Source: an optimization exercise on an open RTL-to-GDS flow (aim: small area, a short achievable clock period and few clock cycles per item). Production flows keep margins and buffers that such runs may drop. Where RTL was checked, it was by simulation tests only, not by an equivalence proof against the original. Only the layout flow was run in run 2; the RTL was not checked for function there.

==> flow/design.v, too long to show whole: its modules and the start of the top module <==
// module pe_diag: 496 lines
// module cov_fa: 4 lines
// module cov_fx: 6 lines
// module cov_fm: 6 lines
// module cov_mux2: 3 lines
// module cov_xor2: 3 lines
// module cov_maj3: 3 lines
// module cov_ha: 4 lines
// module cov_g0: 3 lines
// module cov_g1: 3 lines
// module cov_g2: 3 lines
// module cov_g3: 3 lines
// module cov_g4: 3 lines
// module cov_g5: 3 lines
// module pe_offdiag: 561 lines
// module cov_cpa: 264 lines
// module Calu_Covariance_Top: 187 lines
// module cov_add_nn: 146 lines
// module cov_add_pn: 163 lines
module Calu_Covariance_Top #(
    parameter N           = 4,
    parameter DATA_WIDTH  = 16,
    parameter ACC_WIDTH   = 32,
    parameter SAMPLES_NUM = 128,
    parameter DONE_WAIT_CYCLES = 10
)(
    input  wire                       iclk,
    input  wire                       irst_n,
    input  wire                       istart,
    input  wire                       idata_valid,
    input  wire [N*DATA_WIDTH-1:0]    idata_i,
    input  wire [N*DATA_WIDTH-1:0]    idata_q,
    output wire [N*ACC_WIDTH-1:0]           oresult_diag,
    output wire [(N*(N-1)/2)*ACC_WIDTH-1:0] oresult_upper_q,
    output wire [(N*(N-1)/2)*ACC_WIDTH-1:0] oresult_upper_i,
    output wire                       oresult_valid,
    output wire                       ocalu_done
);
  // ...
==> flow/flow/run.sh <==
#!/bin/bash
# Own layout flow: the standard layout (standard.sh, unchanged synthesis,
# floorplan, power grid, placement, CTS and routing), run with extra make
# settings on the command line:
#   SETUP_SLACK_MARGIN   timing repair aims for this much setup slack
#   BUFFER_PORTS_ARGS    port buffers are buf_4 cells, not delay buffers
#   MATCH_CELL_FOOTPRINT repair may swap a cell for any cell of the same function
#   MAX_REPAIR_ANTENNAS_ITER_* more antenna-repair rounds after routing
# The clock period and constraints are the standard flow's (constraint.sdc).
# make's full output goes to flow_make.log in this folder; ORFS's per-step
# logs stay under orfs/logs/.
set -euo pipefail
EXTRA="SETUP_SLACK_MARGIN=${FLOW_SETUP_MARGIN:-5.5} 'BUFFER_PORTS_ARGS=-buffer_cell sky130_fd_sc_hd__buf_4' MATCH_CELL_FOOTPRINT=0 MAX_REPAIR_ANTENNAS_ITER_DRT=20 MAX_REPAIR_ANTENNAS_ITER_GRT=20"
sed "s|CLKGATE_MAP_FILE= |CLKGATE_MAP_FILE= ${EXTRA} |" standard.sh > flow_standard.sh
grep -q "SETUP_SLACK_MARGIN=" flow_standard.sh
bash flow_standard.sh > flow_make.log 2>&1
test -s out/final.def
==> flow/standard.sh <==
#!/bin/bash
# synth_recipe.tcl (not shown) runs the flow's synth.tcl, then flattens the netlist and writes it again
# the make line also repeats each setting of config.mk as NAME=value (left out here)
make -C /OpenROAD-flow-scripts/flow DESIGN_CONFIG=/design/flow/config.mk WORK_HOME=/design/flow/orfs CLKGATE_MAP_FILE= SYNTH_SCRIPT=/design/flow/synth_recipe.tcl "${@:-finish}"
==> flow/config.mk <==
export PLATFORM = sky130hd
export DESIGN_NAME = Calu_Covariance_Top
export DESIGN_NICKNAME = Calu_Covariance_Top
export VERILOG_FILES = /design/flow/design.v
export SDC_FILE = /design/flow/constraint.sdc
export NUM_CORES = 8
export LEC_CHECK = 0
export CAP_MARGIN = 20
export CORE_MARGIN = 2
export CORE_UTILIZATION = 60
export CTS_CLUSTER_DIAMETER = 120
export CTS_CLUSTER_SIZE = 20
export PLACE_DENSITY = 0.68
export SLEW_MARGIN = 20
export SYNTH_HIERARCHICAL = 1
==> flow/constraint.sdc <==
create_clock -name core_clock -period 9.0 [get_ports {iclk}]
set_input_delay 1.8000 -clock core_clock [delete_from_list [all_inputs] [get_ports {iclk}]]
set_output_delay 1.8000 -clock core_clock [all_outputs]
set_load 0.01 [all_outputs]
==> results.json, run 1 <==
{
  "syn-cell-area_um2": 223000,
  "min_from": "u_re0.corr",
  "synth_compound_area_share_pct": 7.35,
  "place_inst": 25500,
  "synth_warnings": 13,
  "drt-pass1-iter-count": 9,
  "pre_cts_ws_ps": 4730,
  "reg2reg_from": "u_d2.dm[10]",
  "pin_count": 646,
  "drtIter0Drc": 15200,
  "synthMostInstantiatedCell": "xor2_1",
  "dp.final_hpwl_um": 528000,
  "fin_crit_ps": 3590,
  "crit_type": "reg2reg",
  "max_freq_mhz": 278,
  "gr-total-overflow": 0,
  "drtAntennaViolNets": 0,
  "grt_pass1_wl_um": 1060000,
  "synthMuxAreaShare_pct": 1.91,
  "run_status": "finished clean",
  "multi_input_comb_cells": 16400,
  "hold_viol_final": 0,
  "final-nonclk-buf-share_pct": 4.48,
  "cp-start-kind": "flip-flop",
  "ys_async_sr_fraction_pct": 1.94,
  "syn-instance-count": 20900,
  "rr_worst_depth": 6,
  "avgRoutedWirePerCell_um": 28.2,
  "cts_made_buffers": 150,
  "buffers": 1280,
  "place.gp.congestion": 0.998,
  "layout_common_cells": "nor2_1 (3279), xor2_1 (3259), fa_1 (3042), dfxtp_1 (1683), a21o_1 (1420)",
  "skew_ps": 81.7
}
Testbench counts, summed over its fixed seeds: cycles 18,352, frames 128.
==> inputs of run 2 (changes only) <==
--- a/flow/design.v
+++ b/flow/design.v
@@ -820,281 +820,281 @@
     wire ts255, tc255;
     wire ts256, tc256;
     wire ts257, tc257;
     wire ts258, tc258;
     wire ts259, tc259;
     wire ts260, tc260;
     wire ts261, tc261;
     wire ts262, tc262;
-    cov_ha h1 (.a(dr[1]), .b(dc[1]), .s(ts1), .co(tc1));
+    cov_ha h1 (.a(corr), .b(dr[1]), .s(ts1), .co(tc1));
     cov_fa f2 (.a(~y1n[1]), .b(~y2n[1]), .c((~(y1n[0] | y1n[1]) | dr[2])), .s(ts2), .co(tc2));
     cov_ha h3 (.a((~(y2n[0] | y2n[1]) | dc[2])), .b(tc1), .s(ts3), .co(tc3));
     cov_fa f4 (.a((~(y1n[0] | y1n[2]) | dr[3])), .b((~(y2n[0] | y2n[2]) | dc[3])), .c(tc2), .s(ts4), .co(tc4));
     cov_fa f5 (.a(~y1n[2]), .b(~y2n[2]), .c(~(y2n[0] | y2n[3])), .s(ts5), .co(tc5));
-    cov_fa f6 (.a(~(y2n[1] | y2n[2])), .b((~(y1n[0] | y1n[3]) | dr[4])), .c((~(y1n[1] | y1n[2]) | dc[4])), .s(ts6), .co(tc6));
-    cov_ha h7 (.a(ts5), .b(ts6), .s(ts7), .co(tc7));
-    cov_fa f8 (.a(~(y2n[0] | y2n[4])), .b(~(y2n[1] | y2n[3])), .c((~(y1n[0] | y1n[4]) | dr[5])), .s(ts8), .co(tc8));
-    cov_fa f9 (.a((~(y1n[1] | y1n[3]) | dc[5])), .b(tc5), .c(ts8), .s(ts9), .co(tc9));
-    cov_ha h10 (.a(tc6), .b(tc7), .s(ts10), .co(tc10));
+    cov_fa f6 (.a(~(y2n[1] | y2n[2])), .b(ts5), .c((~(y1n[0] | y1n[3]) | dr[4])), .s(ts6), .co(tc6));
+    cov_ha h7 (.a((~(y1n[1] | y1n[2]) | dc[4])), .b(ts6), .s(ts7), .co(tc7));
+    cov_fa f8 (.a(~(y2n[0] | y2n[4])), .b(~(y2n[1] | y2n[3])), .c(tc5), .s(ts8), .co(tc8));
+    cov_fa f9 (.a((~(y1n[0] | y1n[4]) | dr[5])), .b((~(y1n[1] | y1n[3]) | dc[5])), .c(ts8), .s(ts9), .co(tc9));
+    cov_ha h10 (.a(tc6), .b(ts9), .s(ts10), .co(tc10));
     cov_fa f11 (.a(~y1n[3]), .b(~y2n[3]), .c(~(y1n[2] | y1n[3])), .s(ts11), .co(tc11));
     cov_fa f12 (.a(~(y2n[0] | y2n[5])), .b(~(y2n[1] | y2n[4])), .c(~(y2n[2] | y2n[3])), .s(ts12), .co(tc12));
-    cov_fa f13 (.a((~(y1n[0] | y1n[5]) | dr[6])), .b((~(y1n[1] | y1n[4]) | dc[6])), .c(ts11), .s(ts13), .co(tc13));
+    cov_fa f13 (.a(ts11), .b((~(y1n[0] | y1n[5]) | dr[6])), .c((~(y1n[1] | y1n[4]) | dc[6])), .s(ts13), .co(tc13));
     cov_fa f14 (.a(ts12), .b(tc8), .c(ts13), .s(ts14), .co(tc14));
-    cov_ha h15 (.a(tc9), .b(ts14), .s(ts15), .co(tc15));
+    cov_ha h15 (.a(tc9), .b(tc10), .s(ts15), .co(tc15));
     cov_fa f16 (.a(~(y1n[2] | y1n[4])), .b(~(y2n[0] | y2n[6])), .c(~(y2n[1] | y2n[5])), .s(ts16), .co(tc16));
-    cov_fa f17 (.a(~(y2n[2] | y2n[4])), .b((~(y1n[0] | y1n[6]) | dr[7])), .c((~(y1n[1] | y1n[5]) | dc[7])), .s(ts17), .co(tc17));
-    cov_fa f18 (.a(tc11), .b(tc12), .c(ts16), .s(ts18), .co(tc18));
-    cov_fa f19 (.a(ts17), .b(tc13), .c(ts18), .s(ts19), .co(tc19));
-    cov_ha h20 (.a(tc14), .b(tc15), .s(ts20), .co(tc20));
+    cov_fa f17 (.a(~(y2n[2] | y2n[4])), .b(tc11), .c(tc12), .s(ts17), .co(tc17));
+    cov_fa f18 (.a((~(y1n[0] | y1n[6]) | dr[7])), .b((~(y1n[1] | y1n[5]) | dc[7])), .c(ts16), .s(ts18), .co(tc18));
+    cov_fa f19 (.a(tc13), .b(ts17), .c(ts18), .s(ts19), .co(tc19));
+    cov_ha h20 (.a(tc14), .b(ts19), .s(ts20), .co(tc20));
     cov_fa f21 (.a(~y1n[4]), .b(~y2n[4]), .c(~(y1n[2] | y1n[5])), .s(ts21), .co(tc21));
     cov_fa f22 (.a(~(y1n[3] | y1n[4])), .b(~(y2n[0] | y2n[7])), .c(~(y2n[1] | y2n[6])), .s(ts22), .co(tc22));
-    cov_fa f23 (.a(~(y2n[2] | y2n[5])), .b(~(y2n[3] | y2n[4])), .c((~(y1n[0] | y1n[7]) | dr[8])), .s(ts23), .co(tc23));
-    cov_fa f24 (.a((~(y1n[1] | y1n[6]) | dc[8])), .b(tc16), .c(ts21), .s(ts24), .co(tc24));
+    cov_fa f23 (.a(~(y2n[2] | y2n[5])), .b(~(y2n[3] | y2n[4])), .c(tc16), .s(ts23), .co(tc23));
+    cov_fa f24 (.a(ts21), .b((~(y1n[0] | y1n[7]) | dr[8])), .c((~(y1n[1] | y1n[6]) | dc[8])), .s(ts24), .co(tc24));
     cov_fa f25 (.a(ts22), .b(ts23), .c(tc17), .s(ts25), .co(tc25));
     cov_fa f26 (.a(tc18), .b(ts24), .c(ts25), .s(ts26), .co(tc26));
     cov_ha h27 (.a(tc19), .b(ts26), .s(ts27), .co(tc27));
     cov_fa f28 (.a(~(y1n[2] | y1n[6])), .b(~(y1n[3] | y1n[5])), .c(~(y2n[0] | y2n[8])), .s(ts28), .co(tc28));
     cov_fa f29 (.a(~(y2n[1] | y2n[7])), .b(~(y2n[2] | y2n[6])), .c(~(y2n[3] | y2n[5])), .s(ts29), .co(tc29));
-    cov_fa f30 (.a((~(y1n[0] | y1n[8]) | dr[9])), .b((~(y1n[1] | y1n[7]) | dc[9])), .c(tc21), .s(ts30), .co(tc30));
-    cov_fa f31 (.a(tc22), .b(ts28), .c(ts29), .s(ts31), .co(tc31));
-    cov_fa f32 (.a(tc23), .b(ts30), .c(tc24), .s(ts32), .co(tc32));
-    cov_fa f33 (.a(tc25), .b(ts31), .c(ts32), .s(ts33), .co(tc33));
-    cov_ha h34 (.a(tc26), .b(ts33), .s(ts34), .co(tc34));
-    cov_fx f35 (.a(~y1n[5]), .b(~y2n[5]), .c(~(y1n[2] | y1n[7])), .s(ts35), .co(tc35));
+    cov_fa f30 (.a(tc21), .b(tc22), .c((~(y1n[0] | y1n[8]) | dr[9])), .s(ts30), .co(tc30));
+    cov_fa f31 (.a((~(y1n[1] | y1n[7]) | dc[9])), .b(ts28), .c(ts29), .s(ts31), .co(tc31));
+    cov_fa f32 (.a(tc23), .b(tc24), .c(ts30), .s(ts32), .co(tc32));
+    cov_fa f33 (.a(ts31), .b(tc25), .c(ts32), .s(ts33), .co(tc33));
+    cov_ha h34 (.a(tc26), .b(tc27), .s(ts34), .co(tc34));
+    cov_fa f35 (.a(~y1n[5]), .b(~y2n[5]), .c(~(y1n[2] | y1n[7])), .s(ts35), .co(tc35));
     cov_fa f36 (.a(~(y1n[3] | y1n[6])), .b(~(y1n[4] | y1n[5])), .c(~(y2n[0] | y2n[9])), .s(ts36), .co(tc36));
     cov_fa f37 (.a(~(y2n[1] | y2n[8])), .b(~(y2n[2] | y2n[7])), .c(~(y2n[3] | y2n[6])), .s(ts37), .co(tc37));
-    cov_fa f38 (.a(~(y2n[4] | y2n[5])), .b((~(y1n[0] | y1n[9]) | dr[10])), .c((~(y1n[1] | y1n[8]) | dc[10])), .s(ts38), .co(tc38));
-    cov_fa f39 (.a(tc28), .b(tc29), .c(ts35), .s(ts39), .co(tc39));
-    cov_fa f40 (.a(ts36), .b(ts37), .c(ts38), .s(ts40), .co(tc40));
-    cov_fa f41 (.a(tc30), .b(tc31), .c(ts39), .s(ts41), .co(tc41));
+    cov_fa f38 (.a(~(y2n[4] | y2n[5])), .b(tc28), .c(tc29), .s(ts38), .co(tc38));
+    cov_fa f39 (.a(ts35), .b((~(y1n[0] | y1n[9]) | dr[10])), .c((~(y1n[1] | y1n[8]) | dc[10])), .s(ts39), .co(tc39));
+    cov_fa f40 (.a(ts36), .b(ts37), .c(tc30), .s(ts40), .co(tc40));
+    cov_fa f41 (.a(tc31), .b(ts38), .c(ts39), .s(ts41), .co(tc41));
     cov_fa f42 (.a(ts40), .b(tc32), .c(ts41), .s(ts42), .co(tc42));
-    cov_ha h43 (.a(tc33), .b(tc34), .s(ts43), .co(tc43));
-    cov_fx f44 (.a(~(y1n[2] | y1n[8])), .b(~(y1n[3] | y1n[7])), .c(~(y1n[4] | y1n[6])), .s(ts44), .co(tc44));
-    cov_fx f45 (.a(~(y2n[0] | y2n[10])), .b(~(y2n[1] | y2n[9])), .c(~(y2n[2] | y2n[8])), .s(ts45), .co(tc45));
-    cov_fx f46 (.a(~(y2n[3] | y2n[7])), .b(~(y2n[4] | y2n[6])), .c((~(y1n[0] | y1n[10]) | dr[11])), .s(ts46), .co(tc46));
-    cov_fa f47 (.a((~(y1n[1] | y1n[9]) | dc[11])), .b(tc35), .c(tc36), .s(ts47), .co(tc47));
-    cov_fa f48 (.a(tc37), .b(ts44), .c(ts45), .s(ts48), .co(tc48));
+    cov_ha h43 (.a(tc33), .b(ts42), .s(ts43), .co(tc43));
+    cov_fa f44 (.a(~(y1n[2] | y1n[8])), .b(~(y1n[3] | y1n[7])), .c(~(y1n[4] | y1n[6])), .s(ts44), .co(tc44));
+    cov_fa f45 (.a(~(y2n[0] | y2n[10])), .b(~(y2n[1] | y2n[9])), .c(~(y2n[2] | y2n[8])), .s(ts45), .co(tc45));
+    cov_fa f46 (.a(~(y2n[3] | y2n[7])), .b(~(y2n[4] | y2n[6])), .c(tc35), .s(ts46), .co(tc46));
+    cov_fa f47 (.a(tc36), .b(tc37), .c((~(y1n[0] | y1n[10]) | dr[11])), .s(ts47), .co(tc47));
+    cov_fa f48 (.a((~(y1n[1] | y1n[9]) | dc[11])), .b(ts44), .c(ts45), .s(ts48), .co(tc48));
     cov_fa f49 (.a(ts46), .b(tc38), .c(tc39), .s(ts49), .co(tc49));
     cov_fa f50 (.a(ts47), .b(ts48), .c(tc40), .s(ts50), .co(tc50));
     cov_fa f51 (.a(ts49), .b(tc41), .c(ts50), .s(ts51), .co(tc51));
     cov_ha h52 (.a(tc42), .b(ts51), .s(ts52), .co(tc52));
     cov_fx f53 (.a(~y1n[6]), .b(~y2n[6]), .c(~(y1n[2] | y1n[9])), .s(ts53), .co(tc53));
     cov_fx f54 (.a(~(y1n[3] | y1n[8])), .b(~(y1n[4] | y1n[7])), .c(~(y1n[5] | y1n[6])), .s(ts54), .co(tc54));
-    cov_fx f55 (.a(~(y2n[0] | y2n[11])), .b(~(y2n[1] | y2n[10])), .c(~(y2n[2] | y2n[9])), .s(ts55), .co(tc55));
+    cov_fa f55 (.a(~(y2n[0] | y2n[11])), .b(~(y2n[1] | y2n[10])), .c(~(y2n[2] | y2n[9])), .s(ts55), .co(tc55));
     cov_fa f56 (.a(~(y2n[3] | y2n[8])), .b(~(y2n[4] | y2n[7])), .c(~(y2n[5] | y2n[6])), .s(ts56), .co(tc56));
-    cov_fa f57 (.a((~(y1n[0] | y1n[11]) | dr[12])), .b((~(y1n[1] | y1n[10]) | dc[12])), .c(tc44), .s(ts57), .co(tc57));
-    cov_fa f58 (.a(tc45), .b(ts53), .c(ts54), .s(ts58), .co(tc58));
-    cov_fx f59 (.a(ts55), .b(ts56), .c(tc46), .s(ts59), .co(tc59));
-    cov_fa f60 (.a(ts57), .b(tc47), .c(tc48), .s(ts60), .co(tc60));
+    cov_fa f57 (.a(tc44), .b(tc45), .c(ts53), .s(ts57), .co(tc57));
+    cov_fa f58 (.a((~(y1n[0] | y1n[11]) | dr[12])), .b((~(y1n[1] | y1n[10]) | dc[12])), .c(ts54), .s(ts58), .co(tc58));
+    cov_fa f59 (.a(ts55), .b(ts56), .c(tc46), .s(ts59), .co(tc59));
+    cov_fa f60 (.a(tc47), .b(tc48), .c(ts57), .s(ts60), .co(tc60));
     cov_fa f61 (.a(ts58), .b(ts59), .c(tc49), .s(ts61), .co(tc61));
     cov_fa f62 (.a(ts60), .b(tc50), .c(ts61), .s(ts62), .co(tc62));
     cov_ha h63 (.a(tc51), .b(ts62), .s(ts63), .co(tc63));
     cov_fx f64 (.a(~(y1n[2] | y1n[10])), .b(~(y1n[3] | y1n[9])), .c(~(y1n[4] | y1n[8])), .s(ts64), .co(tc64));
     cov_fx f65 (.a(~(y1n[5] | y1n[7])), .b(~(y2n[0] | y2n[12])), .c(~(y2n[1] | y2n[11])), .s(ts65), .co(tc65));
     cov_fa f66 (.a(~(y2n[2] | y2n[10])), .b(~(y2n[3] | y2n[9])), .c(~(y2n[4] | y2n[8])), .s(ts66), .co(tc66));
-    cov_fa f67 (.a(~(y2n[5] | y2n[7])), .b((~(y1n[0] | y1n[12]) | dr[13])), .c((~(y1n[1] | y1n[11]) | dc[13])), .s(ts67), .co(tc67));
-    cov_fa f68 (.a(tc53), .b(tc54), .c(tc55), .s(ts68), .co(tc68));
-    cov_fx f69 (.a(tc56), .b(ts64), .c(ts65), .s(ts69), .co(tc69));
-    cov_fa f70 (.a(ts66), .b(ts67), .c(tc57), .s(ts70), .co(tc70));
-    cov_fa f71 (.a(tc58), .b(ts68), .c(tc59), .s(ts71), .co(tc71));
-    cov_fa f72 (.a(ts69), .b(ts70), .c(tc60), .s(ts72), .co(tc72));
+    cov_fa f67 (.a(~(y2n[5] | y2n[7])), .b(tc53), .c(tc54), .s(ts67), .co(tc67));
+    cov_fa f68 (.a(tc55), .b(tc56), .c((~(y1n[0] | y1n[12]) | dr[13])), .s(ts68), .co(tc68));
+    cov_fa f69 (.a((~(y1n[1] | y1n[11]) | dc[13])), .b(ts64), .c(ts65), .s(ts69), .co(tc69));
+    cov_fa f70 (.a(ts66), .b(tc57), .c(tc58), .s(ts70), .co(tc70));
+    cov_fa f71 (.a(ts67), .b(ts68), .c(ts69), .s(ts71), .co(tc71));
+    cov_fa f72 (.a(tc59), .b(tc60), .c(ts70), .s(ts72), .co(tc72));
     cov_fa f73 (.a(ts71), .b(tc61), .c(ts72), .s(ts73), .co(tc73));
     cov_ha h74 (.a(tc62), .b(ts73), .s(ts74), .co(tc74));
     cov_fx f75 (.a(~y1n[7]), .b(~y2n[7]), .c(~(y1n[2] | y1n[11])), .s(ts75), .co(tc75));
     cov_fx f76 (.a(~(y1n[3] | y1n[10])), .b(~(y1n[4] | y1n[9])), .c(~(y1n[5] | y1n[8])), .s(ts76), .co(tc76));
     cov_fx f77 (.a(~(y1n[6] | y1n[7])), .b(~(y2n[0] | y2n[13])), .c(~(y2n[1] | y2n[12])), .s(ts77), .co(tc77));
     cov_fx f78 (.a(~(y2n[2] | y2n[11])), .b(~(y2n[3] | y2n[10])), .c(~(y2n[4] | y2n[9])), .s(ts78), .co(tc78));
-    cov_fx f79 (.a(~(y2n[5] | y2n[8])), .b(~(y2n[6] | y2n[7])), .c((~(y1n[0] | y1n[13]) | dr[14])), .s(ts79), .co(tc79));
-    cov_fx f80 (.a((~(y1n[1] | y1n[12]) | dc[14])), .b(tc64), .c(tc65), .s(ts80), .co(tc80));
-    cov_fx f81 (.a(tc66), .b(ts75), .c(ts76), .s(ts81), .co(tc81));
-    cov_fx f82 (.a(ts77), .b(ts78), .c(ts79), .s(ts82), .co(tc82));
+    cov_fm f79 (.a(~(y2n[5] | y2n[8])), .b(~(y2n[6] | y2n[7])), .c(tc64), .s(ts79), .co(tc79));
+    cov_fa f80 (.a(tc65), .b(tc66), .c(ts75), .s(ts80), .co(tc80));
+    cov_fa f81 (.a((~(y1n[0] | y1n[13]) | dr[14])), .b((~(y1n[1] | y1n[12]) | dc[14])), .c(ts76), .s(ts81), .co(tc81));
+    cov_fm f82 (.a(ts77), .b(ts78), .c(ts79), .s(ts82), .co(tc82));
     cov_fa f83 (.a(tc67), .b(tc68), .c(tc69), .s(ts83), .co(tc83));
     cov_fa f84 (.a(ts80), .b(ts81), .c(ts82), .s(ts84), .co(tc84));
     cov_fa f85 (.a(tc70), .b(ts83), .c(tc71), .s(ts85), .co(tc85));
     cov_fa f86 (.a(ts84), .b(tc72), .c(ts85), .s(ts86), .co(tc86));
     cov_ha h87 (.a(tc73), .b(ts86), .s(ts87), .co(tc87));
     cov_fx f88 (.a(~y1n[8]), .b(~y1n[8]), .c(~(y1n[2] | y1n[12])), .s(ts88), .co(tc88));
     cov_fx f89 (.a(~(y1n[3] | y1n[11])), .b(~(y1n[4] | y1n[10])), .c(~(y1n[5] | y1n[9])), .s(ts89), .co(tc89));
     cov_fx f90 (.a(~(y1n[6] | y1n[8])), .b(~(y2n[0] | y2n[14])), .c(~(y2n[1] | y2n[13])), .s(ts90), .co(tc90));
     cov_fx f91 (.a(~(y2n[2] | y2n[12])), .b(~(y2n[3] | y2n[11])), .c(~(y2n[4] | y2n[10])), .s(ts91), .co(tc91));
-    cov_fx f92 (.a(~(y2n[5] | y2n[9])), .b(~(y2n[6] | y2n[8])), .c((~(y1n[0] | y1n[14]) | dr[15])), .s(ts92), .co(tc92));
-    cov_fx f93 (.a((~(y1n[1] | y1n[13]) | dc[15])), .b(tc75), .c(tc76), .s(ts93), .co(tc93));
-    cov_fx f94 (.a(tc77), .b(tc78), .c(ts88), .s(ts94), .co(tc94));
-    cov_fx f95 (.a(ts89), .b(ts90), .c(ts91), .s(ts95), .co(tc95));
+    cov_fm f92 (.a(~(y2n[5] | y2n[9])), .b(~(y2n[6] | y2n[8])), .c(tc75), .s(ts92), .co(tc92));
+    cov_fa f93 (.a(tc76), .b(tc77), .c(tc78), .s(ts93), .co(tc93));
+    cov_fx f94 (.a(ts88), .b((~(y1n[0] | y1n[14]) | dr[15])), .c((~(y1n[1] | y1n[13]) | dc[15])), .s(ts94), .co(tc94));
+    cov_fa f95 (.a(ts89), .b(ts90), .c(ts91), .s(ts95), .co(tc95));
     cov_fm f96 (.a(ts92), .b(tc79), .c(tc80), .s(ts96), .co(tc96));
-    cov_fa f97 (.a(tc81), .b(tc82), .c(ts93), .s(ts97), .co(tc97));
-    cov_fm f98 (.a(ts94), .b(ts95), .c(ts96), .s(ts98), .co(tc98));
+    cov_fa f97 (.a(tc81), .b(ts93), .c(ts94), .s(ts97), .co(tc97));
+    cov_fa f98 (.a(ts95), .b(tc82), .c(ts96), .s(ts98), .co(tc98));
     cov_fa f99 (.a(tc83), .b(ts97), .c(tc84), .s(ts99), .co(tc99));
     cov_fa f100 (.a(ts98), .b(tc85), .c(ts99), .s(ts100), .co(tc100));
     cov_ha h101 (.a(tc86), .b(ts100), .s(ts101), .co(tc101));
     cov_fx f102 (.a(~y2n[8]), .b(~(y1n[2] | y1n[13])), .c(~(y1n[3] | y1n[12])), .s(ts102), .co(tc102));
     cov_fx f103 (.a(~(y1n[4] | y1n[11])), .b(~(y1n[5] | y1n[10])), .c(~(y1n[6] | y1n[9])), .s(ts103), .co(tc103));
     cov_fx f104 (.a(~(y1n[7] | y1n[8])), .b(~(y2n[0] | y2n[15])), .c(~(y2n[1] | y2n[14])), .s(ts104), .co(tc104));
     cov_fx f105 (.a(~(y2n[2] | y2n[13])), .b(~(y2n[3] | y2n[12])), .c(~(y2n[4] | y2n[11])), .s(ts105), .co(tc105));
     cov_fx f106 (.a(~(y2n[5] | y2n[10])), .b(~(y2n[6] | y2n[9])), .c(~(y2n[7] | y2n[8])), .s(ts106), .co(tc106));
-    cov_fm f107 (.a((~(y1n[0] | y1n[15]) | dr[16])), .b((~(y1n[1] | y1n[14]) | dc[16])), .c(tc88), .s(ts107), .co(tc107));
-    cov_fa f108 (.a(tc89), .b(tc90), .c(tc91), .s(ts108), .co(tc108));
+    cov_fa f107 (.a(tc88), .b(tc89), .c(tc90), .s(ts107), .co(tc107));
+    cov_fx f108 (.a(tc91), .b((~(y1n[0] | y1n[15]) | dr[16])), .c((~(y1n[1] | y1n[14]) | dc[16])), .s(ts108), .co(tc108));
     cov_fx f109 (.a(ts102), .b(ts103), .c(ts104), .s(ts109), .co(tc109));
-    cov_fa f110 (.a(ts105), .b(ts106), .c(tc92), .s(ts110), .co(tc110));
-    cov_fa f111 (.a(ts107), .b(tc93), .c(tc94), .s(ts111), .co(tc111));
-    cov_fa f112 (.a(tc95), .b(ts108), .c(ts109), .s(ts112), .co(tc112));
-    cov_fm f113 (.a(ts110), .b(tc96), .c(tc97), .s(ts113), .co(tc113));
-    cov_fx f114 (.a(ts111), .b(ts112), .c(tc98), .s(ts114), .co(tc114));
+    cov_fm f110 (.a(ts105), .b(ts106), .c(tc92), .s(ts110), .co(tc110));
+    cov_fx f111 (.a(tc93), .b(tc94), .c(tc95), .s(ts111), .co(tc111));
+    cov_fa f112 (.a(ts107), .b(ts108), .c(ts109), .s(ts112), .co(tc112));
+    cov_fa f113 (.a(ts110), .b(tc96), .c(ts111), .s(ts113), .co(tc113));
+    cov_fm f114 (.a(tc97), .b(ts112), .c(tc98), .s(ts114), .co(tc114));
     cov_fa f115 (.a(ts113), .b(tc99), .c(ts114), .s(ts115), .co(tc115));
     cov_ha h116 (.a(tc100), .b(ts115), .s(ts116), .co(tc116));
     cov_fx f117 (.a(~y1n[16]), .b(~y2n[16]), .c(~(y1n[3] | y1n[13])), .s(ts117), .co(tc117));
     cov_fx f118 (.a(~(y1n[4] | y1n[12])), .b(~(y1n[5] | y1n[11])), .c(~(y1n[6] | y1n[10])), .s(ts118), .co(tc118));
     cov_fx f119 (.a(~(y1n[7] | y1n[9])), .b(~(y2n[1] | y2n[15])), .c(~(y2n[2] | y2n[14])), .s(ts119), .co(tc119));
     cov_fx f120 (.a(~(y2n[3] | y2n[13])), .b(~(y2n[4] | y2n[12])), .c(~(y2n[5] | y2n[11])), .s(ts120), .co(tc120));
     cov_fa f121 (.a(~(y2n[6] | y2n[10])), .b(~(y2n[7] | y2n[9])), .c((y1n[0] & ~y1n[16])), .s(ts121), .co(tc121));
-    cov_fx f122 (.a((y2n[0] & ~y2n[16])), .b((~(y1n[1] | y1n[15]) | dr[17])), .c((~(y1n[2] | y1n[14]) | dc[17])), .s(ts122), .co(tc122));
-    cov_fa f123 (.a(tc102), .b(tc103), .c(tc104), .s(ts123), .co(tc123));
-    cov_fa f124 (.a(tc105), .b(tc106), .c(ts117), .s(ts124), .co(tc124));
+    cov_fx f122 (.a((y2n[0] & ~y2n[16])), .b(tc102), .c(tc103), .s(ts122), .co(tc122));
+    cov_fx f123 (.a(tc104), .b(tc105), .c(tc106), .s(ts123), .co(tc123));
+    cov_fx f124 (.a(ts117), .b((~(y1n[1] | y1n[15]) | dr[17])), .c((~(y1n[2] | y1n[14]) | dc[17])), .s(ts124), .co(tc124));
     cov_fx f125 (.a(ts118), .b(ts119), .c(ts120), .s(ts125), .co(tc125));
-    cov_fm f126 (.a(ts121), .b(ts122), .c(tc107), .s(ts126), .co(tc126));
-    cov_fx f127 (.a(tc108), .b(tc109), .c(ts123), .s(ts127), .co(tc127));
-    cov_fx f128 (.a(ts124), .b(tc110), .c(ts125), .s(ts128), .co(tc128));
-    cov_fx f129 (.a(ts126), .b(tc111), .c(ts127), .s(ts129), .co(tc129));
+    cov_fx f126 (.a(ts121), .b(tc107), .c(tc108), .s(ts126), .co(tc126));
+    cov_fx f127 (.a(tc109), .b(ts122), .c(ts123), .s(ts127), .co(tc127));
+    cov_fx f128 (.a(ts124), .b(ts125), .c(tc110), .s(ts128), .co(tc128));
+    cov_fx f129 (.a(tc111), .b(ts126), .c(ts127), .s(ts129), .co(tc129));
     cov_fm f130 (.a(tc112), .b(ts128), .c(tc113), .s(ts130), .co(tc130));
     cov_fx f131 (.a(ts129), .b(tc114), .c(ts130), .s(ts131), .co(tc131));
     cov_ha h132 (.a(tc115), .b(ts131), .s(ts132), .co(tc132));
     cov_fx f133 (.a(~y1n[9]), .b(~y2n[9]), .c(~(y1n[4] | y1n[13])), .s(ts133), .co(tc133));
     cov_fx f134 (.a(~(y1n[5] | y1n[12])), .b(~(y1n[6] | y1n[11])), .c(~(y1n[7] | y1n[10])), .s(ts134), .co(tc134));
     cov_fx f135 (.a(~(y1n[8] | y1n[9])), .b(~(y2n[2] | y2n[15])), .c(~(y2n[3] | y2n[14])), .s(ts135), .co(tc135));
-    cov_fx f136 (.a(~(y2n[4] | y2n[13])), .b(~(y2n[5] | y2n[12])), .c(~(y2n[6] | y2n[11])), .s(ts136), .co(tc136));
-    cov_fx f137 (.a(~(y2n[7] | y2n[10])), .b(~(y2n[8] | y2n[9])), .c((y1n[1] & ~y1n[16])), .s(ts137), .co(tc137));
-    cov_fa f138 (.a((y2n[1] & ~y2n[16])), .b((~(y1n[2] | y1n[15]) | dr[18])), .c((~(y1n[3] | y1n[14]) | dc[18])), .s(ts138), .co(tc138));
-    cov_fa f139 (.a(tc117), .b(tc118), .c(tc119), .s(ts139), .co(tc139));
-    cov_fx f140 (.a(tc120), .b(ts133), .c(tc121), .s(ts140), .co(tc140));
+    cov_fa f136 (.a(~(y2n[4] | y2n[13])), .b(~(y2n[5] | y2n[12])), .c(~(y2n[6] | y2n[11])), .s(ts136), .co(tc136));
+    cov_fa f137 (.a(~(y2n[7] | y2n[10])), .b(~(y2n[8] | y2n[9])), .c((y1n[1] & ~y1n[16])), .s(ts137), .co(tc137));
+    cov_fx f138 (.a((y2n[1] & ~y2n[16])), .b(tc117), .c(tc118), .s(ts138), .co(tc138));
+    cov_fa f139 (.a(tc119), .b(tc120), .c(ts133), .s(ts139), .co(tc139));
+    cov_fx f140 (.a(tc121), .b((~(y1n[2] | y1n[15]) | dr[18])), .c((~(y1n[3] | y1n[14]) | dc[18])), .s(ts140), .co(tc140));
     cov_fx f141 (.a(ts134), .b(ts135), .c(ts136), .s(ts141), .co(tc141));
-    cov_fa f142 (.a(ts137), .b(tc122), .c(ts138), .s(ts142), .co(tc142));
-    cov_fa f143 (.a(tc123), .b(tc124), .c(tc125), .s(ts143), .co(tc143));
-    cov_fa f144 (.a(ts139), .b(ts140), .c(ts141), .s(ts144), .co(tc144));
-    cov_fm f145 (.a(ts142), .b(tc126), .c(tc127), .s(ts145), .co(tc145));
-    cov_fa f146 (.a(ts143), .b(tc128), .c(ts144), .s(ts146), .co(tc146));
-    cov_fx f147 (.a(ts145), .b(tc129), .c(ts146), .s(ts147), .co(tc147));
-    cov_fx f148 (.a(tc130), .b(ts147), .c(tc131), .s(ts148), .co(tc148));
+    cov_fa f142 (.a(ts137), .b(tc122), .c(tc123), .s(ts142), .co(tc142));
+    cov_fx f143 (.a(tc124), .b(tc125), .c(ts138), .s(ts143), .co(tc143));
+    cov_fx f144 (.a(ts139), .b(ts140), .c(ts141), .s(ts144), .co(tc144));
+    cov_fx f145 (.a(tc126), .b(tc127), .c(ts142), .s(ts145), .co(tc145));
+    cov_fa f146 (.a(ts143), .b(ts144), .c(tc128), .s(ts146), .co(tc146));
+    cov_fx f147 (.a(tc129), .b(ts145), .c(ts146), .s(ts147), .co(tc147));
+    cov_fm f148 (.a(tc130), .b(ts147), .c(tc131), .s(ts148), .co(tc148));
     cov_fx f149 (.a(~(y1n[5] | y1n[13])), .b(~(y1n[6] | y1n[12])), .c(~(y1n[7] | y1n[11])), .s(ts149), .co(tc149));
     cov_fx f150 (.a(~(y1n[8] | y1n[10])), .b(~(y2n[3] | y2n[15])), .c(~(y2n[4] | y2n[14])), .s(ts150), .co(tc150));
-    cov_fa f151 (.a(~(y2n[5] | y2n[13])), .b(~(y2n[6] | y2n[12])), .c(~(y2n[7] | y2n[11])), .s(ts151), .co(tc151));
+    cov_fx f151 (.a(~(y2n[5] | y2n[13])), .b(~(y2n[6] | y2n[12])), .c(~(y2n[7] | y2n[11])), .s(ts151), .co(tc151));
     cov_fa f152 (.a(~(y2n[8] | y2n[10])), .b((y1n[2] & ~y1n[16])), .c((y2n[2] & ~y2n[16])), .s(ts152), .co(tc152));
-    cov_fm f153 (.a((~(y1n[3] | y1n[15]) | dr[19])), .b((~(y1n[4] | y1n[14]) | dc[19])), .c(tc133), .s(ts153), .co(tc153));
-    cov_fx f154 (.a(tc134), .b(tc135), .c(tc136), .s(ts154), .co(tc154));
-    cov_fx f155 (.a(tc137), .b(ts149), .c(ts150), .s(ts155), .co(tc155));
-    cov_fa f156 (.a(ts151), .b(tc138), .c(ts152), .s(ts156), .co(tc156));
-    cov_fa f157 (.a(ts153), .b(tc139), .c(tc140), .s(ts157), .co(tc157));
-    cov_fa f158 (.a(tc141), .b(ts154), .c(ts155), .s(ts158), .co(tc158));
-    cov_fm f159 (.a(tc142), .b(ts156), .c(tc143), .s(ts159), .co(tc159));
-    cov_fa f160 (.a(ts157), .b(ts158), .c(tc144), .s(ts160), .co(tc160));
-    cov_fm f161 (.a(ts159), .b(tc145), .c(tc146), .s(ts161), .co(tc161));
-    cov_fm f162 (.a(ts160), .b(ts161), .c(tc147), .s(ts162), .co(tc162));
-    cov_fx f163 (.a(~y1n[10]), .b(~y2n[10]), .c(~(y1n[6] | y1n[13])), .s(ts163), .co(tc163));
+    cov_fa f153 (.a(tc133), .b(tc134), .c(tc135), .s(ts153), .co(tc153));
+    cov_fx f154 (.a(tc136), .b(tc137), .c((~(y1n[3] | y1n[15]) | dr[19])), .s(ts154), .co(tc154));
+    cov_fx f155 (.a((~(y1n[4] | y1n[14]) | dc[19])), .b(ts149), .c(ts150), .s(ts155), .co(tc155));
+    cov_fm f156 (.a(ts151), .b(ts152), .c(tc138), .s(ts156), .co(tc156));
+    cov_fx f157 (.a(tc139), .b(tc140), .c(tc141), .s(ts157), .co(tc157));
+    cov_fx f158 (.a(ts153), .b(ts154), .c(ts155), .s(ts158), .co(tc158));
+    cov_fa f159 (.a(ts156), .b(tc142), .c(tc143), .s(ts159), .co(tc159));
+    cov_fx f160 (.a(ts157), .b(tc144), .c(ts158), .s(ts160), .co(tc160));
+    cov_fx f161 (.a(tc145), .b(ts159), .c(ts160), .s(ts161), .co(tc161));
+    cov_fx f162 (.a(tc146), .b(ts161), .c(tc147), .s(ts162), .co(tc162));
+    cov_fa f163 (.a(~y1n[10]), .b(~y2n[10]), .c(~(y1n[6] | y1n[13])), .s(ts163), .co(tc163));
     cov_fa f164 (.a(~(y1n[7] | y1n[12])), .b(~(y1n[8] | y1n[11])), .c(~(y1n[9] | y1n[10])), .s(ts164), .co(tc164));
     cov_fa f165 (.a(~(y2n[4] | y2n[15])), .b(~(y2n[5] | y2n[14])), .c(~(y2n[6] | y2n[13])), .s(ts165), .co(tc165));
     cov_fa f166 (.a(~(y2n[7] | y2n[12])), .b(~(y2n[8] | y2n[11])), .c(~(y2n[9] | y2n[10])), .s(ts166), .co(tc166));
-    cov_fa f167 (.a((y1n[3] & ~y1n[16])), .b((y2n[3] & ~y2n[16])), .c((~(y1n[4] | y1n[15]) | dr[20])), .s(ts167), .co(tc167));
-    cov_fa f168 (.a((~(y1n[5] | y1n[14]) | dc[20])), .b(tc149), .c(tc150), .s(ts168), .co(tc168));
-    cov_fx f169 (.a(tc151), .b(ts163), .c(tc152), .s(ts169), .co(tc169));
+    cov_fm f167 (.a((y1n[3] & ~y1n[16])), .b((y2n[3] & ~y2n[16])), .c(tc149), .s(ts167), .co(tc167));
+    cov_fx f168 (.a(tc150), .b(tc151), .c(ts163), .s(ts168), .co(tc168));
+    cov_fa f169 (.a(tc152), .b((~(y1n[4] | y1n[15]) | dr[20])), .c((~(y1n[5] | y1n[14]) | dc[20])), .s(ts169), .co(tc169));
     cov_fa f170 (.a(ts164), .b(ts165), .c(ts166), .s(ts170), .co(tc170));
-    cov_fa f171 (.a(ts167), .b(tc153), .c(tc154), .s(ts171), .co(tc171));
-    cov_fa f172 (.a(tc155), .b(ts168), .c(ts169), .s(ts172), .co(tc172));
-    cov_fm f173 (.a(tc156), .b(ts170), .c(ts171), .s(ts173), .co(tc173));
-    cov_fa f174 (.a(tc157), .b(ts172), .c(tc158), .s(ts174), .co(tc174));
-    cov_fm f175 (.a(ts173), .b(tc159), .c(tc160), .s(ts175), .co(tc175));
+    cov_fx f171 (.a(ts167), .b(tc153), .c(tc154), .s(ts171), .co(tc171));
+    cov_fx f172 (.a(tc155), .b(ts168), .c(ts169), .s(ts172), .co(tc172));
+    cov_fm f173 (.a(ts170), .b(tc156), .c(tc157), .s(ts173), .co(tc173));
+    cov_fa f174 (.a(ts171), .b(ts172), .c(tc158), .s(ts174), .co(tc174));
+    cov_fx f175 (.a(ts173), .b(tc159), .c(tc160), .s(ts175), .co(tc175));
     cov_fa f176 (.a(ts174), .b(ts175), .c(tc161), .s(ts176), .co(tc176));
     cov_fx f177 (.a(~(y1n[7] | y1n[13])), .b(~(y1n[8] | y1n[12])), .c(~(y1n[9] | y1n[11])), .s(ts177), .co(tc177));
-    cov_fa f178 (.a(~(y2n[5] | y2n[15])), .b(~(y2n[6] | y2n[14])), .c(~(y2n[7] | y2n[13])), .s(ts178), .co(tc178));
+    cov_fx f178 (.a(~(y2n[5] | y2n[15])), .b(~(y2n[6] | y2n[14])), .c(~(y2n[7] | y2n[13])), .s(ts178), .co(tc178));
     cov_fa f179 (.a(~(y2n[8] | y2n[12])), .b(~(y2n[9] | y2n[11])), .c((y1n[4] & ~y1n[16])), .s(ts179), .co(tc179));
-    cov_fa f180 (.a((y2n[4] & ~y2n[16])), .b((~(y1n[5] | y1n[15]) | dr[21])), .c((~(y1n[6] | y1n[14]) | dc[21])), .s(ts180), .co(tc180));
-    cov_fa f181 (.a(tc163), .b(tc164), .c(tc165), .s(ts181), .co(tc181));
-    cov_fa f182 (.a(tc166), .b(ts177), .c(ts178), .s(ts182), .co(tc182));
-    cov_fa f183 (.a(ts179), .b(tc167), .c(ts180), .s(ts183), .co(tc183));
-    cov_fa f184 (.a(tc168), .b(tc169), .c(tc170), .s(ts184), .co(tc184));
+    cov_fa f180 (.a((y2n[4] & ~y2n[16])), .b(tc163), .c(tc164), .s(ts180), .co(tc180));
+    cov_fa f181 (.a(tc165), .b(tc166), .c((~(y1n[5] | y1n[15]) | dr[21])), .s(ts181), .co(tc181));
+    cov_fa f182 (.a((~(y1n[6] | y1n[14]) | dc[21])), .b(ts177), .c(ts178), .s(ts182), .co(tc182));
+    cov_fm f183 (.a(ts179), .b(tc167), .c(tc168), .s(ts183), .co(tc183));
+    cov_fa f184 (.a(tc169), .b(tc170), .c(ts180), .s(ts184), .co(tc184));
     cov_fa f185 (.a(ts181), .b(ts182), .c(ts183), .s(ts185), .co(tc185));
-    cov_fa f186 (.a(tc171), .b(tc172), .c(ts184), .s(ts186), .co(tc186));
-    cov_fm f187 (.a(ts185), .b(tc173), .c(tc174), .s(ts187), .co(tc187));
+    cov_fa f186 (.a(tc171), .b(ts184), .c(tc172), .s(ts186), .co(tc186));
+    cov_fx f187 (.a(ts185), .b(tc173), .c(tc174), .s(ts187), .co(tc187));
     cov_fa f188 (.a(ts186), .b(ts187), .c(tc175), .s(ts188), .co(tc188));
-    cov_fa f189 (.a(~y1n[11]), .b(~y2n[11]), .c(~(y1n[8] | y1n[13])), .s(ts189), .co(tc189));
+    cov_fx f189 (.a(~y1n[11]), .b(~y2n[11]), .c(~(y1n[8] | y1n[13])), .s(ts189), .co(tc189));
     cov_fa f190 (.a(~(y1n[9] | y1n[12])), .b(~(y1n[10] | y1n[11])), .c(~(y2n[6] | y2n[15])), .s(ts190), .co(tc190));
     cov_fa f191 (.a(~(y2n[7] | y2n[14])), .b(~(y2n[8] | y2n[13])), .c(~(y2n[9] | y2n[12])), .s(ts191), .co(tc191));
     cov_fa f192 (.a(~(y2n[10] | y2n[11])), .b((y1n[5] & ~y1n[16])), .c((y2n[5] & ~y2n[16])), .s(ts192), .co(tc192));
-    cov_fm f193 (.a((~(y1n[6] | y1n[15]) | dr[22])), .b((~(y1n[7] | y1n[14]) | dc[22])), .c(tc177), .s(ts193), .co(tc193));
-    cov_fa f194 (.a(tc178), .b(ts189), .c(tc179), .s(ts194), .co(tc194));
-    cov_fa f195 (.a(ts190), .b(ts191), .c(tc180), .s(ts195), .co(tc195));
-    cov_fm f196 (.a(ts192), .b(ts193), .c(tc181), .s(ts196), .co(tc196));
-    cov_fa f197 (.a(tc182), .b(ts194), .c(ts195), .s(ts197), .co(tc197));
-    cov_fm f198 (.a(tc183), .b(ts196), .c(tc184), .s(ts198), .co(tc198));
-    cov_fa f199 (.a(tc185), .b(ts197), .c(ts198), .s(ts199), .co(tc199));
+    cov_fa f193 (.a(tc177), .b(tc178), .c(ts189), .s(ts193), .co(tc193));
+    cov_fa f194 (.a(tc179), .b((~(y1n[6] | y1n[15]) | dr[22])), .c((~(y1n[7] | y1n[14]) | dc[22])), .s(ts194), .co(tc194));
+    cov_fa f195 (.a(ts190), .b(ts191), .c(ts192), .s(ts195), .co(tc195));
+    cov_fa f196 (.a(tc180), .b(tc181), .c(tc182), .s(ts196), .co(tc196));
+    cov_fa f197 (.a(ts193), .b(ts194), .c(ts195), .s(ts197), .co(tc197));
+    cov_fa f198 (.a(tc183), .b(tc184), .c(ts196), .s(ts198), .co(tc198));
+    cov_fm f199 (.a(ts197), .b(tc185), .c(ts198), .s(ts199), .co(tc199));
     cov_fa f200 (.a(tc186), .b(ts199), .c(tc187), .s(ts200), .co(tc200));
     cov_fa f201 (.a(~(y1n[9] | y1n[13])), .b(~(y1n[10] | y1n[12])), .c(~(y2n[7] | y2n[15])), .s(ts201), .co(tc201));
     cov_fa f202 (.a(~(y2n[8] | y2n[14])), .b(~(y2n[9] | y2n[13])), .c(~(y2n[10] | y2n[12])), .s(ts202), .co(tc202));
-    cov_fa f203 (.a((y1n[6] & ~y1n[16])), .b((y2n[6] & ~y2n[16])), .c((~(y1n[7] | y1n[15]) | dr[23])), .s(ts203), .co(tc203));
-    cov_fa f204 (.a((~(y1n[8] | y1n[14]) | dc[23])), .b(tc189), .c(tc190), .s(ts204), .co(tc204));
-    cov_fa f205 (.a(tc191), .b(tc192), .c(ts201), .s(ts205), .co(tc205));
-    cov_fa f206 (.a(ts202), .b(ts203), .c(tc193), .s(ts206), .co(tc206));
+    cov_fm f203 (.a((y1n[6] & ~y1n[16])), .b((y2n[6] & ~y2n[16])), .c(tc189), .s(ts203), .co(tc203));
+    cov_fa f204 (.a(tc190), .b(tc191), .c(tc192), .s(ts204), .co(tc204));
+    cov_fa f205 (.a((~(y1n[7] | y1n[15]) | dr[23])), .b((~(y1n[8] | y1n[14]) | dc[23])), .c(ts201), .s(ts205), .co(tc205));
+    cov_fm f206 (.a(ts202), .b(ts203), .c(tc193), .s(ts206), .co(tc206));
     cov_fa f207 (.a(tc194), .b(ts204), .c(tc195), .s(ts207), .co(tc207));
     cov_fm f208 (.a(ts205), .b(ts206), .c(tc196), .s(ts208), .co(tc208));
     cov_fa f209 (.a(ts207), .b(tc197), .c(ts208), .s(ts209), .co(tc209));
     cov_fa f210 (.a(tc198), .b(ts209), .c(tc199), .s(ts210), .co(tc210));
     cov_fa f211 (.a(~y1n[12]), .b(~y2n[12]), .c(~(y1n[10] | y1n[13])), .s(ts211), .co(tc211));
     cov_fa f212 (.a(~(y1n[11] | y1n[12])), .b(~(y2n[8] | y2n[15])), .c(~(y2n[9] | y2n[14])), .s(ts212), .co(tc212));
     cov_fa f213 (.a(~(y2n[10] | y2n[13])), .b(~(y2n[11] | y2n[12])), .c((y1n[7] & ~y1n[16])), .s(ts213), .co(tc213));
-    cov_fa f214 (.a((y2n[7] & ~y2n[16])), .b((~(y1n[8] | y1n[15]) | dr[24])), .c((~(y1n[9] | y1n[14]) | dc[24])), .s(ts214), .co(tc214));
-    cov_fa f215 (.a(tc201), .b(tc202), .c(ts211), .s(ts215), .co(tc215));
+    cov_fa f214 (.a((y2n[7] & ~y2n[16])), .b(tc201), .c(tc202), .s(ts214), .co(tc214));
+    cov_fa f215 (.a(ts211), .b((~(y1n[8] | y1n[15]) | dr[24])), .c((~(y1n[9] | y1n[14]) | dc[24])), .s(ts215), .co(tc215));
     cov_fa f216 (.a(ts212), .b(ts213), .c(tc203), .s(ts216), .co(tc216));
-    cov_fa f217 (.a(ts214), .b(tc204), .c(tc205), .s(ts217), .co(tc217));
+    cov_fa f217 (.a(tc204), .b(tc205), .c(ts214), .s(ts217), .co(tc217));
     cov_fa f218 (.a(ts215), .b(ts216), .c(tc206), .s(ts218), .co(tc218));
-    cov_fa f219 (.a(ts217), .b(tc207), .c(ts218), .s(ts219), .co(tc219));
+    cov_fa f219 (.a(tc207), .b(ts217), .c(ts218), .s(ts219), .co(tc219));
     cov_fa f220 (.a(tc208), .b(ts219), .c(tc209), .s(ts220), .co(tc220));
     cov_fa f221 (.a(~(y1n[11] | y1n[13])), .b(~(y2n[9] | y2n[15])), .c(~(y2n[10] | y2n[14])), .s(ts221), .co(tc221));
     cov_fa f222 (.a(~(y2n[11] | y2n[13])), .b((y1n[8] & ~y1n[16])), .c((y2n[8] & ~y2n[16])), .s(ts222), .co(tc222));
-    cov_fa f223 (.a((~(y1n[9] | y1n[15]) | dr[25])), .b((~(y1n[10] | y1n[14]) | dc[25])), .c(tc211), .s(ts223), .co(tc223));
-    cov_fa f224 (.a(tc212), .b(tc213), .c(ts221), .s(ts224), .co(tc224));
-    cov_fa f225 (.a(tc214), .b(ts222), .c(ts223), .s(ts225), .co(tc225));
-    cov_fa f226 (.a(tc215), .b(tc216), .c(ts224), .s(ts226), .co(tc226));
-    cov_fa f227 (.a(ts225), .b(tc217), .c(ts226), .s(ts227), .co(tc227));
+    cov_fa f223 (.a(tc211), .b(tc212), .c(tc213), .s(ts223), .co(tc223));
+    cov_fa f224 (.a((~(y1n[9] | y1n[15]) | dr[25])), .b((~(y1n[10] | y1n[14]) | dc[25])), .c(ts221), .s(ts224), .co(tc224));
+    cov_fa f225 (.a(ts222), .b(tc214), .c(tc215), .s(ts225), .co(tc225));
+    cov_fa f226 (.a(ts223), .b(ts224), .c(tc216), .s(ts226), .co(tc226));
+    cov_fa f227 (.a(tc217), .b(ts225), .c(ts226), .s(ts227), .co(tc227));
     cov_fa f228 (.a(tc218), .b(ts227), .c(tc219), .s(ts228), .co(tc228));
     cov_fa f229 (.a(~y1n[13]), .b(~y2n[13]), .c(~(y1n[12] | y1n[13])), .s(ts229), .co(tc229));
     cov_fa f230 (.a(~(y2n[10] | y2n[15])), .b(~(y2n[11] | y2n[14])), .c(~(y2n[12] | y2n[13])), .s(ts230), .co(tc230));
-    cov_fa f231 (.a((y1n[9] & ~y1n[16])), .b((y2n[9] & ~y2n[16])), .c((~(y1n[10] | y1n[15]) | dr[26])), .s(ts231), .co(tc231));
-    cov_fa f232 (.a((~(y1n[11] | y1n[14]) | dc[26])), .b(tc221), .c(ts229), .s(ts232), .co(tc232));
-    cov_fa f233 (.a(tc222), .b(ts230), .c(ts231), .s(ts233), .co(tc233));
+    cov_fa f231 (.a((y1n[9] & ~y1n[16])), .b((y2n[9] & ~y2n[16])), .c(tc221), .s(ts231), .co(tc231));
+    cov_fa f232 (.a(ts229), .b(tc222), .c((~(y1n[10] | y1n[15]) | dr[26])), .s(ts232), .co(tc232));
+    cov_fa f233 (.a((~(y1n[11] | y1n[14]) | dc[26])), .b(ts230), .c(ts231), .s(ts233), .co(tc233));
     cov_fa f234 (.a(tc223), .b(tc224), .c(ts232), .s(ts234), .co(tc234));
-    cov_fa f235 (.a(ts233), .b(tc225), .c(tc226), .s(ts235), .co(tc235));
-    cov_fa f236 (.a(ts234), .b(ts235), .c(tc227), .s(ts236), .co(tc236));
+    cov_fa f235 (.a(ts233), .b(tc225), .c(ts234), .s(ts235), .co(tc235));
+    cov_fa f236 (.a(tc226), .b(ts235), .c(tc227), .s(ts236), .co(tc236));
     cov_fa f237 (.a(~(y2n[11] | y2n[15])), .b(~(y2n[12] | y2n[14])), .c((y1n[10] & ~y1n[16])), .s(ts237), .co(tc237));
-    cov_fa f238 (.a((y2n[10] & ~y2n[16])), .b((~(y1n[11] | y1n[15]) | dr[27])), .c((~(y1n[12] | y1n[14]) | dc[27])), .s(ts238), .co(tc238));
-    cov_fa f239 (.a(tc229), .b(tc230), .c(ts237), .s(ts239), .co(tc239));
-    cov_fa f240 (.a(tc231), .b(ts238), .c(tc232), .s(ts240), .co(tc240));
-    cov_fa f241 (.a(ts239), .b(tc233), .c(ts240), .s(ts241), .co(tc241));
-    cov_fa f242 (.a(tc234), .b(ts241), .c(tc235), .s(ts242), .co(tc242));
+    cov_fa f238 (.a((y2n[10] & ~y2n[16])), .b(tc229), .c(tc230), .s(ts238), .co(tc238));
+    cov_fa f239 (.a((~(y1n[11] | y1n[15]) | dr[27])), .b((~(y1n[12] | y1n[14]) | dc[27])), .c(ts237), .s(ts239), .co(tc239));
+    cov_fa f240 (.a(tc231), .b(tc232), .c(ts238), .s(ts240), .co(tc240));
+    cov_fa f241 (.a(ts239), .b(tc233), .c(tc234), .s(ts241), .co(tc241));
+    cov_fa f242 (.a(ts240), .b(ts241), .c(tc235), .s(ts242), .co(tc242));
     cov_fa f243 (.a(~y1n[14]), .b(~y2n[14]), .c(~(y2n[12] | y2n[15])), .s(ts243), .co(tc243));
     cov_fa f244 (.a(~(y2n[13] | y2n[14])), .b((y1n[11] & ~y1n[16])), .c((y2n[11] & ~y2n[16])), .s(ts244), .co(tc244));
-    cov_fa f245 (.a((~(y1n[12] | y1n[15]) | dr[28])), .b((~(y1n[13] | y1n[14]) | dc[28])), .c(ts243), .s(ts245), .co(tc245));
-    cov_fa f246 (.a(tc237), .b(tc238), .c(ts244), .s(ts246), .co(tc246));
-    cov_fa f247 (.a(ts245), .b(tc239), .c(ts246), .s(ts247), .co(tc247));
+    cov_fa f245 (.a(ts243), .b(tc237), .c((~(y1n[12] | y1n[15]) | dr[28])), .s(ts245), .co(tc245));
+    cov_fa f246 (.a((~(y1n[13] | y1n[14]) | dc[28])), .b(ts244), .c(tc238), .s(ts246), .co(tc246));
+    cov_fa f247 (.a(tc239), .b(ts245), .c(ts246), .s(ts247), .co(tc247));
     cov_fa f248 (.a(tc240), .b(ts247), .c(tc241), .s(ts248), .co(tc248));
-    cov_fa f249 (.a((y1n[12] & ~y1n[16])), .b((y2n[12] & ~y2n[16])), .c((~(y1n[13] | y1n[15]) | dr[29])), .s(ts249), .co(tc249));
-    cov_fa f250 (.a((~(y2n[13] | y2n[15]) | dc[29])), .b(tc243), .c(tc244), .s(ts250), .co(tc250));
+    cov_fa f249 (.a((y1n[12] & ~y1n[16])), .b((y2n[12] & ~y2n[16])), .c(tc243), .s(ts249), .co(tc249));
+    cov_fa f250 (.a(tc244), .b((~(y1n[13] | y1n[15]) | dr[29])), .c((~(y2n[13] | y2n[15]) | dc[29])), .s(ts250), .co(tc250));
     cov_fa f251 (.a(ts249), .b(tc245), .c(ts250), .s(ts251), .co(tc251));
     cov_fa f252 (.a(tc246), .b(ts251), .c(tc247), .s(ts252), .co(tc252));
     cov_fa f253 (.a(~y1n[15]), .b(~y2n[15]), .c((y1n[13] & ~y1n[16])), .s(ts253), .co(tc253));
-    cov_fa f254 (.a((y2n[13] & ~y2n[16])), .b((~(y1n[14] | y1n[15]) | dr[30])), .c((~(y2n[14] | y2n[15]) | dc[30])), .s(ts254), .co(tc254));
-    cov_fa f255 (.a(ts253), .b(tc249), .c(ts254), .s(ts255), .co(tc255));
-    cov_fa f256 (.a(tc250), .b(ts255), .c(tc251), .s(ts256), .co(tc256));
-    cov_fa f257 (.a((y1n[14] & ~y1n[16])), .b((y2n[14] & ~y2n[16])), .c(dr[31]), .s(ts257), .co(tc257));
-    cov_fa f258 (.a(dc[31]), .b(tc253), .c(tc254), .s(ts258), .co(tc258));
-    cov_fa f259 (.a(ts257), .b(ts258), .c(tc255), .s(ts259), .co(tc259));
+    cov_fa f254 (.a((y2n[13] & ~y2n[16])), .b(ts253), .c((~(y1n[14] | y1n[15]) | dr[30])), .s(ts254), .co(tc254));
+    cov_fa f255 (.a((~(y2n[14] | y2n[15]) | dc[30])), .b(tc249), .c(tc250), .s(ts255), .co(tc255));
+    cov_fa f256 (.a(ts254), .b(ts255), .c(tc251), .s(ts256), .co(tc256));
+    cov_fa f257 (.a((y1n[14] & ~y1n[16])), .b((y2n[14] & ~y2n[16])), .c(tc253), .s(ts257), .co(tc257));
+    cov_fa f258 (.a(dr[31]), .b(dc[31]), .c(ts257), .s(ts258), .co(tc258));
+    cov_fa f259 (.a(tc254), .b(ts258), .c(tc255), .s(ts259), .co(tc259));
     cov_fa f260 (.a((y1n[15] & ~y1n[16])), .b((y2n[15] & ~y2n[16])), .c((~y1n[16] | dr[32])), .s(ts260), .co(tc260));
-    cov_fa f261 (.a((~y2n[16] | dc[32])), .b(tc257), .c(ts260), .s(ts261), .co(tc261));
+    cov_fa f261 (.a((~y2n[16] | dc[32])), .b(ts260), .c(tc257), .s(ts261), .co(tc261));
     cov_ha h262 (.a(tc258), .b(ts261), .s(ts262), .co(tc262));
     reg [32:0] ra, rb;
     always @(posedge clk) begin
-        ra <= {tc259, tc256, tc252, tc248, tc242, tc236, tc228, tc220, tc210, tc200, tc188, tc176, tc162, tc148, tc132, tc116, tc101, tc87, tc74, tc63, tc52, tc43, ts42, tc27, tc20, ts19, tc10, ts9, tc4, tc3, ts2, corr, (~y1n[0] | dr[0])};
+        ra <= {tc259, tc256, tc252, tc248, tc242, tc236, tc228, tc220, tc210, tc200, tc188, tc176, tc162, tc148, tc132, tc116, tc101, tc87, tc74, tc63, tc52, tc43, tc34, ts33, tc20, tc15, ts14, tc7, tc4, tc3, ts2, dc[1], (~y1n[0] | dr[0])};
         rb <= {ts262, ts259, ts256, ts252, ts248, ts242, ts236, ts228, ts220, ts210, ts200, ts188, ts176, ts162, ts148, ts132, ts116, ts101, ts87, ts74, ts63, ts52, ts43, ts34, ts27, ts20, ts15, ts10, ts7, ts4, ts3, ts1, (~y2n[0] | dc[0])};
     end
     wire [32:0] s2, c2;
     genvar j;
     generate for (j = 0; j < 33; j = j + 1) begin : g_csa
         cov_fa fs (.a(ra[j]), .b(rb[j]), .c(acc[j]), .s(s2[j]), .co(c2[j]));
     end endgenerate
     wire [32:0] sum;
==> results.json, run 2 <==
{
  "layout.nets": 25400,
  "yosysTopAreaCell": "fa_1",
  "drive_gt1_share_pct": 17.9,
  "yosysSeqAreaShare_pct": 21.8,
  "worstSetupEndpointType": "flip-flop",
  "avgSynthCellArea_um2": 10.7,
  "pin_count": 646,
  "io_buffers": 645,
  "root_buffer": "clkbuf_16",
  "final.period_utilization_pct": 40.0,
  "min_from": "u_im5.corr",
  "post_dp_cell_area_um2": 226000,
  "die_h_um": 614,
  "cts_made_buffers": 152,
  "synth_warnings": 13,
  "synth-edff-count": 0,
  "ys_ff_latch": 2419,
  "rsz0062_at_grt": "true",
  "grt_pass1_wl_um": 1080000,
  "synthMostInstantiatedCell": "xor2_1",
  "initial_core_util_pct": 60.3,
  "via_count": 159000,
  "max_freq_mhz": 278,
  "drt-total-wl_um": 775000,
  "cp-start-kind": "flip-flop",
  "synth_area_leaders": "fa_1 (28%), dfxtp_1 (21%), xor2_1 (13%)",
  "place_inst": 25500,
  "setup_tns_ps": 0,
  "clockBufferDepth": 4,
  "grt_pass1_vias": 157000,
  "ys_async_sr_fraction_pct": 1.94,
  "pre_cts_ws_ps": 4960,
  "syn-instance-count": 20900,
  "min_path_type": "reg2reg",
  "reg2reg_from": "yb0[16]",
  "die_w_um": 614,
  "cts_sinks": 2419,
  "cp-startpoint": "yb0[16]",
  "drtIter0Drc": 14900,
  "dp.final_hpwl_um": 541000,
  "final_common_cell": "xor2_1",
  "stdcell_count": 26700,
  "dieArea_um2": 376000,
  "maxSlewHeadroom_pct": 8.48,
  "coreArea_um2": 369000,
  "finalInstanceArea_um2": 240000,
  "drtAntennaViolNets": 0,
  "tightestPinTransition_ps": 1370,
  "syn-cell-area_um2": 223000,
  "hold_viol_final": 0,
  "top_regs": "xi: 64 flops, xq: 64 flops",
  "synth_cell_types": 51,
  "fp-row-count": 223,
  "drc": 0,
  "grt_max_degree": 116,
  "synth.cells.most_frequent": "xor2_1 (3426), nor2_1 (3303), fa_1 (3064)",
  "tritoncts": "yes",
  "drt-pass1-iter-count": 8,
  "grt_usage_pct": 40.2,
  "cp_max_fo": 18,
  "arrival_ps": 4410,
  "synth_top_area_share_pct": 27.5,
  "crit_type": "reg2reg",
  "layout_common_cells": "xor2_1 (3327), nor2_1 (3228), fa_1 (3032), dfxtp_1 (1670), a21o_1 (1419)",
  "gr-total-overflow": 0,
  "drv_cap": 0,
  "h-tree-depth": 4,
  "place.gp.congestion": 0.997,
  "drv_slew": 0,
  "clock_latency_ps": 980,
  "run_status": "finished clean",
  "skew_ps": 65.8,
  "synth_flop_cell": "dfxtp_1",
  "ctsHoldBuffers": 0,
  "setup_ws_ps": 5400,
  "cts.clk_slew.worst_paths_ps": 90,
  "crit_required_ps": 9820,
  "avgRoutedWirePerCell_um": 29.0,
  "grt_antenna_before_repair": 152,
  "fin_crit_ps": 3600,
  "area_growth_syn_to_layout_pct": 7.62,
  "finalSetupViolCount": 0,
  "vias_per_cell": 5.96
}
[run 2: final timing paths]
path | end | slack (ps) | cells past startpoint
setup / recovery | u_re0.ra[19] | 5400 | 11
min in group asynchronous | u_d0.clr | 990 | 1
hold reg to reg | u_im5.rb[1] | 480 | 1
max in group asynchronous | u_im2.corr | 6770 | 2
setup reg to reg | u_re0.ra[19] | 5400 | 11
hold / removal | u_im5.rb[1] | 480 | 1
[run 2: through the flow]
stage / hold slack, ps / utilization (%)
4_1_cts: 480 / 62.9
2_1_floorplan: 373 / -
5_1_grt: 495 / 64.8
6_report: 479 / 64.9
3_3_place_gp: 453 / 61.2
3_5_place_dp: 460 / 61.2
[run 2: per-module statistics from Yosys (local to each module, per instance), excerpt]
module      cells inside  flip-flops and latches  area [um2]
cov_cpa                1                       0        7.51
cov_ha                 1                       0        12.5
pe_offdiag           511                     101        4320
cov_xor2               1                       0        8.76
cov_mux2               1                       0        15.0
cov_g0                 1                       0        7.51
[run 2: critical path: stages, from the launching register on]
cell and delay [ps]:
dfxtp_4 510, inv_1 110, xor2_1 190, xor2_1 240, xor2_1 250, xor2_2 490
xor2_1 230, xor2_1 190, xor2_1 270, mux2_4 340, xor2_1 270, mux2_4 330
[run 2: logic make-up after synthesis]
| kind of cell | after synthesis | synth area share (%) |
|---|---|---|
| buffers and inverters | 2029 | 5.71 |
| muxes | 261 | 1.75 |
| AOI/OAI and AO/OA | 2187 | 7.35 |
| xor gates and xnor gates | 3714 | 14.6 |
| adders and majority gates | 4956 | 37.6 |
| DFF | 2419 | 21.8 |
| and+or+nand+nor | 5314 | 11.2 |
| other | 4 | 0.00673 |
[run 2: cell type report]
type | count | area [um2]
antenna | 410 | 1030
clock buffer | 184 | 4000
clock inverter | 33 | 367
fill | 29600 | 129000
inverter | 895 | 3370
multi-input combinational | 16400 | 163000
sequential | 2419 | 50700
tap | 4950 | 6190
timing repair buffer | 1393 | 11400
[run 2: layer usage]
metal | up-vias | GRT usage [%] | share of wire [%]
met2 | 10100 | 59.5 | 43
met4 | 36 | 35.9 | 10
met3 | 3130 | 15.1 | 12
li1 | 66900 | - | -
met5 | - | 0.362 | 0.080
met1 | 79100 | 45.3 | 34
[run 2: what timing repair did]
item	in CTS	in global routing
resized for setup	911	477
pin swaps	5	136
setup endpoints to repair	708	407
setup buffers	30	534

afterwards: timing with drivers on the ports:
No port has a modelled driver above. Below, the same layouts with a new extraction and two added sets of constraints.
Step 1 assumes that a clkbuf_16 drives the clock port and a buf_2 every other input.
Step 2 moves the port delays by t, midway between the first and last clock arrival at a register: inputs arrive t later, outputs are due t later. That takes back most of the time a late clock gives input paths.
a / b / c = ideal ports / drivers / drivers and shift; a / b = the first two.
run	t, ns	setup slack, ns	worst setup path at the end	worst register clock-pin slew, ns
run 1	1.038	5.405 / 5.398 / 4.908	input to register	0.10 / 0.10
run 2	1.078	5.404 / 5.371 / 5.280	input to register	0.10 / 0.10
After both steps setup and hold are still met in every run listed. For run 1, which loses most, drivers alone change the setup slack by -0.007 ns; drivers and shift together by -0.497 ns.
